This design comes from an exercise in tuning for small area, a short achievable clock period and few clock cycles per item on the open sky130 flow, not from production work. No activity file was given, so power comes from the tool's default toggle rates.

==> flow/design.v <==
module dot4(input [3:0] a0, input [3:0] b0, input [3:0] a1, input [3:0] b1, output [8:0] y);
    wire pp0_00 = a0[0] & b0[0];
    wire pp0_01 = a0[0] & b0[1];
    wire pp0_02 = a0[0] & b0[2];
    wire pp0_03 = ~a0[0] | ~b0[3];
    wire pp0_10 = a0[1] & b0[0];
    wire pp0_11 = a0[1] & b0[1];
    wire pp0_12 = a0[1] & b0[2];
    wire pp0_13 = ~a0[1] | ~b0[3];
    wire pp0_20 = a0[2] & b0[0];
    wire pp0_21 = a0[2] & b0[1];
    wire pp0_22 = a0[2] & b0[2];
    wire pp0_23 = a0[2] & b0[3];
    wire pp0_23n = ~a0[2] | ~b0[3];
    wire pp0_30 = ~a0[3] | ~b0[0];
    wire pp0_31 = ~a0[3] | ~b0[1];
    wire pp0_32 = ~a0[3] | ~b0[2];
    wire pp0_33 = a0[3] & b0[3];
    wire pp1_00 = a1[0] & b1[0];
    wire pp1_01 = a1[0] & b1[1];
    wire pp1_02 = a1[0] & b1[2];
    wire pp1_03 = ~a1[0] | ~b1[3];
    wire pp1_10 = a1[1] & b1[0];
    wire pp1_11 = a1[1] & b1[1];
    wire pp1_12 = a1[1] & b1[2];
    wire pp1_13 = ~a1[1] | ~b1[3];
    wire pp1_20 = a1[2] & b1[0];
    wire pp1_21 = a1[2] & b1[1];
    wire pp1_22 = a1[2] & b1[2];
    wire pp1_23 = ~a1[2] | ~b1[3];
    wire pp1_30 = ~a1[3] | ~b1[0];
    wire pp1_31 = ~a1[3] | ~b1[1];
    wire pp1_32 = ~a1[3] | ~b1[2];
    wire pp1_33 = a1[3] & b1[3];
    wire s1 = pp0_03 ^ pp0_12 ^ pp0_21;
    wire c2 = (pp0_03 & pp0_12) | (pp0_03 & pp0_21) | (pp0_12 & pp0_21);
    wire s3 = pp0_13 ^ pp0_22;
    wire c4 = pp0_13 & pp0_22;
    wire s5 = pp0_02 ^ pp0_11 ^ pp0_20;
    wire c6 = (pp0_02 & pp0_11) | (pp0_02 & pp0_20) | (pp0_11 & pp0_20);
    wire s7 = s1 ^ pp0_30 ^ pp1_03;
    wire c8 = (s1 & pp0_30) | (s1 & pp1_03) | (pp0_30 & pp1_03);
    wire s9 = pp1_12 ^ pp1_21;
    wire c10 = pp1_12 & pp1_21;
    wire s11 = s3 ^ pp0_31 ^ pp1_13;
    wire c12 = (s3 & pp0_31) | (s3 & pp1_13) | (pp0_31 & pp1_13);
    wire s13 = pp1_22 ^ pp1_31 ^ c2;
    wire c14 = (pp1_22 & pp1_31) | (pp1_22 & c2) | (pp1_31 & c2);
    wire s15 = pp0_23 ^ pp0_32 ^ pp1_23;
    wire c16 = (pp0_23 & pp0_32) | (pp0_23 & pp1_23) | (pp0_32 & pp1_23);
    wire s17 = pp1_32 ^ c4;
    wire c18 = pp1_32 & c4;
    wire s19 = pp0_23n ^ pp0_33;
    wire c20 = pp0_23n & pp0_33;
    wire s21 = pp0_01 ^ pp0_10;
    wire c22 = pp0_01 & pp0_10;
    wire s23 = s5 ^ pp1_02 ^ pp1_11;
    wire c24 = (s5 & pp1_02) | (s5 & pp1_11) | (pp1_02 & pp1_11);
    wire s25 = s7 ^ s9 ^ pp1_30;
    wire c26 = (s7 & s9) | (s7 & pp1_30) | (s9 & pp1_30);
    wire s27 = s11 ^ s13 ^ c8;
    wire c28 = (s11 & s13) | (s11 & c8) | (s13 & c8);
    wire s29 = s15 ^ s17 ^ c12;
    wire c30 = (s15 & s17) | (s15 & c12) | (s17 & c12);
    wire s31 = s19 ^ pp1_33 ^ c16;
    wire c32 = (s19 & pp1_33) | (s19 & c16) | (pp1_33 & c16);
    wire s33 = s21 ^ pp1_01;
    wire c34 = s21 & pp1_01;
    wire s35 = s23 ^ pp1_20 ^ c22;
    wire c36 = (s23 & pp1_20) | (s23 & c22) | (pp1_20 & c22);
    wire s37 = s25 ^ c6 ^ c24;
    wire c38 = (s25 & c6) | (s25 & c24) | (c6 & c24);
    wire s39 = s27 ^ c10 ^ c26;
    wire c40 = (s27 & c10) | (s27 & c26) | (c10 & c26);
    wire s41 = s29 ^ c14 ^ c28;
    wire c42 = (s29 & c14) | (s29 & c28) | (c14 & c28);
    wire s43 = s31 ^ c18 ^ c30;
    wire c44 = (s31 & c18) | (s31 & c30) | (c18 & c30);
    wire s45 = c20 ^ c32;
    wire c46 = c20 & c32;
    wire g0 = pp0_00 & pp1_00;
    wire p0 = pp0_00 | pp1_00;
    wire x0 = pp0_00 ^ pp1_00;
    wire g1 = s33 & pp1_10;
    wire p1 = s33 | pp1_10;
    wire x1 = s33 ^ pp1_10;
    wire g2 = s35 & c34;
    wire p2 = s35 | c34;
    wire x2 = s35 ^ c34;
    wire g3 = s37 & c36;
    wire p3 = s37 | c36;
    wire x3 = s37 ^ c36;
    wire g4 = s39 & c38;
    wire p4 = s39 | c38;
    wire x4 = s39 ^ c38;
    wire g5 = s41 & c40;
    wire p5 = s41 | c40;
    wire x5 = s41 ^ c40;
    wire g6 = s43 & c42;
    wire p6 = s43 | c42;
    wire x6 = s43 ^ c42;
    wire g7 = s45 & c44;
    wire p7 = s45 | c44;
    wire x7 = s45 ^ c44;
    wire k1 = g0 | (p0 & 1'b0);
    wire k2 = g1 | (p1 & k1);
    wire k3 = g2 | (p2 & k2);
    wire k4 = g3 | (p3 & k3);
    wire k5 = g4 | (p4 & k4);
    wire k6 = g5 | (p5 & k5);
    wire k7 = g6 | (p6 & k6);
    wire k8 = g7 | (p7 & k7);
    assign y = {(~(c46 ^ k8)), (x7 ^ k7), (x6 ^ k6), (x5 ^ k5), (x4 ^ k4), (x3 ^ k3), (x2 ^ k2), (x1 ^ k1), (x0)};
endmodule
module axis_matmul2x2(
    input                       clk             ,
    input                       rst             ,
    input                       s_axis_tvalid   ,
    input     [31 : 0]          s_axis_tdata    ,
    input                       s_axis_tlast    ,
    output                      s_axis_tready   ,
    output                      m_axis_tvalid   ,
    output    [31 : 0]          m_axis_tdata    ,
    output                      m_axis_tlast    ,
    input                       m_axis_tready
);
    wire [3:0] ia0 = s_axis_tdata[3:0];
    wire [3:0] ia1 = s_axis_tdata[11:8];
    wire [3:0] ib0 = s_axis_tdata[19:16];
    wire [3:0] ib1 = s_axis_tdata[27:24];
    reg       hv;
    reg [3:0] h_a00, h_a10, h_b00, h_b01;
    reg       mv, mrow;
    reg [3:0] ma0, ma1, p_a01;
    reg [3:0] mb00, mb01, mb10, mb11;
    reg       ov;
    reg [8:0] oc0, oc1;
    wire out_free  = !ov || m_axis_tready;
    wire do_comp   = mv && out_free;
    wire comp_last = do_comp && !mrow;
    assign s_axis_tready = hv ? (!mv || comp_last)
                              : (!(mv && mrow) || do_comp);
    wire s_fire = s_axis_tvalid && s_axis_tready;
    wire [8:0] dot0, dot1;
    dot4 u_d0(.a0(ma0), .b0(mb00), .a1(ma1), .b1(mb10), .y(dot0));
    dot4 u_d1(.a0(ma0), .b0(mb01), .a1(ma1), .b1(mb11), .y(dot1));
    always @(posedge clk) begin
        if (rst) begin
            hv <= 1'b0;
            mv <= 1'b0;
            mrow <= 1'b0;
            ov <= 1'b0;
        end else begin
            if (do_comp)
                ov <= 1'b1;
            else if (m_axis_tready)
                ov <= 1'b0;
            if (s_fire && hv) begin
                mv <= 1'b1;
                mrow <= 1'b1;
            end else if (do_comp) begin
                mrow <= 1'b0;
                if (!mrow)
                    mv <= 1'b0;
            end
            if (s_fire)
                hv <= !hv;
        end
    end
    always @(posedge clk) begin
        if (s_fire && !hv) begin
            h_a00 <= ia0;
            h_a10 <= ia1;
            h_b00 <= ib0;
            h_b01 <= ib1;
        end
        if (s_fire && hv) begin
            ma0  <= h_a10;
            ma1  <= ia1;
            p_a01 <= ia0;
            mb00 <= h_b00;
            mb01 <= h_b01;
            mb10 <= ib0;
            mb11 <= ib1;
        end else if (do_comp && mrow) begin
            ma0 <= h_a00;
            ma1 <= p_a01;
        end
        if (do_comp) begin
            oc0 <= dot0;
            oc1 <= dot1;
        end
    end
    assign m_axis_tvalid = ov;
    assign m_axis_tlast  = ov;
    assign m_axis_tdata  = {{7{oc1[8]}}, oc1, {7{oc0[8]}}, oc0};
endmodule
==> flow/config.mk <==
export PLATFORM = sky130hd
export DESIGN_NAME = axis_matmul2x2
export DESIGN_NICKNAME = axis_matmul2x2
export VERILOG_FILES = /design/flow/design.v
export SDC_FILE = /design/flow/constraint.sdc
export NUM_CORES = 4
export LEC_CHECK = 0
export CAP_MARGIN = 20
export CORE_MARGIN = 2
export CORE_UTILIZATION = 40
export PLACE_DENSITY = 0.6
export SETUP_SLACK_MARGIN = 4.5
export SLEW_MARGIN = 20
==> flow/constraint.sdc <==
create_clock -name core_clock -period 7.5 [get_ports {clk}]
set_input_delay 1.5000 -clock core_clock [delete_from_list [all_inputs] [get_ports {clk}]]
set_output_delay 1.5000 -clock core_clock [all_outputs]
set_load 0.01 [all_outputs]
standard.sh (not shown) runs the stock make flow with config.mk's settings and CLKGATE_MAP_FILE= SYNTH_SCRIPT=/design/flow/synth_recipe.tcl, a recipe that flattens the netlist after the stock synthesis.
==> flow/flow/run.sh <==
#!/bin/bash
# Standard ORFS layout, with two changes:
#  - synthesis runs Yosys's synth without its internal ABC pass (SYNTH_ARGS=-noabc),
#    so the full-adder extraction sees the RTL's adder structure directly;
#    the final ABC mapping still runs as usual;
#  - every input and output port still gets its own buffer, but a buf_2
#    instead of the slow delay buffer buffer_ports picks by default.
set -euo pipefail
bash standard.sh SYNTH_ARGS=-noabc \
  "BUFFER_PORTS_ARGS=-buffer_cell sky130_fd_sc_hd__buf_2" \
  finish > make_finish.log 2>&1
The starting point ran to the end with no violations.
Rerun with:
--- a/flow/design.v
+++ b/flow/design.v
@@ -101,17 +101,35 @@
     wire x6 = s43 ^ c42;
     wire g7 = s45 & c44;
     wire p7 = s45 | c44;
     wire x7 = s45 ^ c44;
-    wire k1 = g0 | (p0 & 1'b0);
-    wire k2 = g1 | (p1 & k1);
-    wire k3 = g2 | (p2 & k2);
-    wire k4 = g3 | (p3 & k3);
-    wire k5 = g4 | (p4 & k4);
-    wire k6 = g5 | (p5 & k5);
-    wire k7 = g6 | (p6 & k6);
-    wire k8 = g7 | (p7 & k7);
-    assign y = {(~(c46 ^ k8)), (x7 ^ k7), (x6 ^ k6), (x5 ^ k5), (x4 ^ k4), (x3 ^ k3), (x2 ^ k2), (x1 ^ k1), (x0)};
+    wire G0_1 = g1 | (p1 & g0);
+    wire P0_1 = p1 & p0;
+    wire G0_3 = g3 | (p3 & g2);
+    wire P0_3 = p3 & p2;
+    wire G0_5 = g5 | (p5 & g4);
+    wire P0_5 = p5 & p4;
+    wire G0_7 = g7 | (p7 & g6);
+    wire P0_7 = p7 & p6;
+    wire G1_2 = g2 | (p2 & G0_1);
+    wire P1_2 = p2 & P0_1;
+    wire G1_3 = G0_3 | (P0_3 & G0_1);
+    wire P1_3 = P0_3 & P0_1;
+    wire G1_6 = g6 | (p6 & G0_5);
+    wire P1_6 = p6 & P0_5;
+    wire G1_7 = G0_7 | (P0_7 & G0_5);
+    wire P1_7 = P0_7 & P0_5;
+    wire G2_4 = g4 | (p4 & G1_3);
+    wire P2_4 = p4 & P1_3;
+    wire G2_5 = G0_5 | (P0_5 & G1_3);
+    wire P2_5 = P0_5 & P1_3;
+    wire G2_6 = G1_6 | (P1_6 & G1_3);
+    wire P2_6 = P1_6 & P1_3;
+    wire G2_7 = G1_7 | (P1_7 & G1_3);
+    wire P2_7 = P1_7 & P1_3;
+    wire G3_8 = 1'b0 | (c46 & G2_7);
+    wire P3_8 = c46 & P2_7;
+    assign y = {(~(c46 ^ G2_7)), (x7 ^ G2_6), (x6 ^ G2_5), (x5 ^ G2_4), (x4 ^ G1_3), (x3 ^ G1_2), (x2 ^ G0_1), (x1 ^ g0), (x0)};
 endmodule
 module axis_matmul2x2(
     input                       clk             ,
     input                       rst             ,
After rerunning: The new run completed with no timing, DRC or antenna violations. Routed wire length climbs by 30%. Sequential cell count is unchanged. Total power climbs by 24%. Sequential share of layout area drops by 7.4 points. Hold slack hardly moves. Critical path depth drops by 1. Core utilization climbs by 3.1 points. Global-route usage climbs by 1.7 points. Cell count climbs by 25%.
Function was not checked in any run of this note: the RTL went through the layout flow alone.

==> static timing again, ports no longer ideal <==
No port has a modelled driver above. Below, the same layouts with a new extraction and two added sets of constraints.
Step 1 (the two cells are an assumption about what drives the block):
set clk [get_ports {clk}]
set_driving_cell -lib_cell sky130_fd_sc_hd__clkbuf_16 $clk
set_driving_cell -lib_cell sky130_fd_sc_hd__buf_2 [delete_from_list [all_inputs] $clk]
Step 2 times the ports against the registers' clock, not the clock port: input delays grow and output delays shrink by t, the midpoint of the rising clock arrivals with the driver on.
Three values: ideal ports, drivers, drivers and shift; two values: the first two.
run | t, ns | setup WS [ns] | worst setup path at the end | worst slew at a driven data input, ns | cell pins on the clock port's net
the first run | 0.363 | 2.803 / 2.803 / 2.803 | register to register | 0.04 | 1
the second run | 0.377 | 3.664 / 3.664 / 3.664 | register to register | 0.04 | 1
After both steps setup and hold are still met in every run listed.
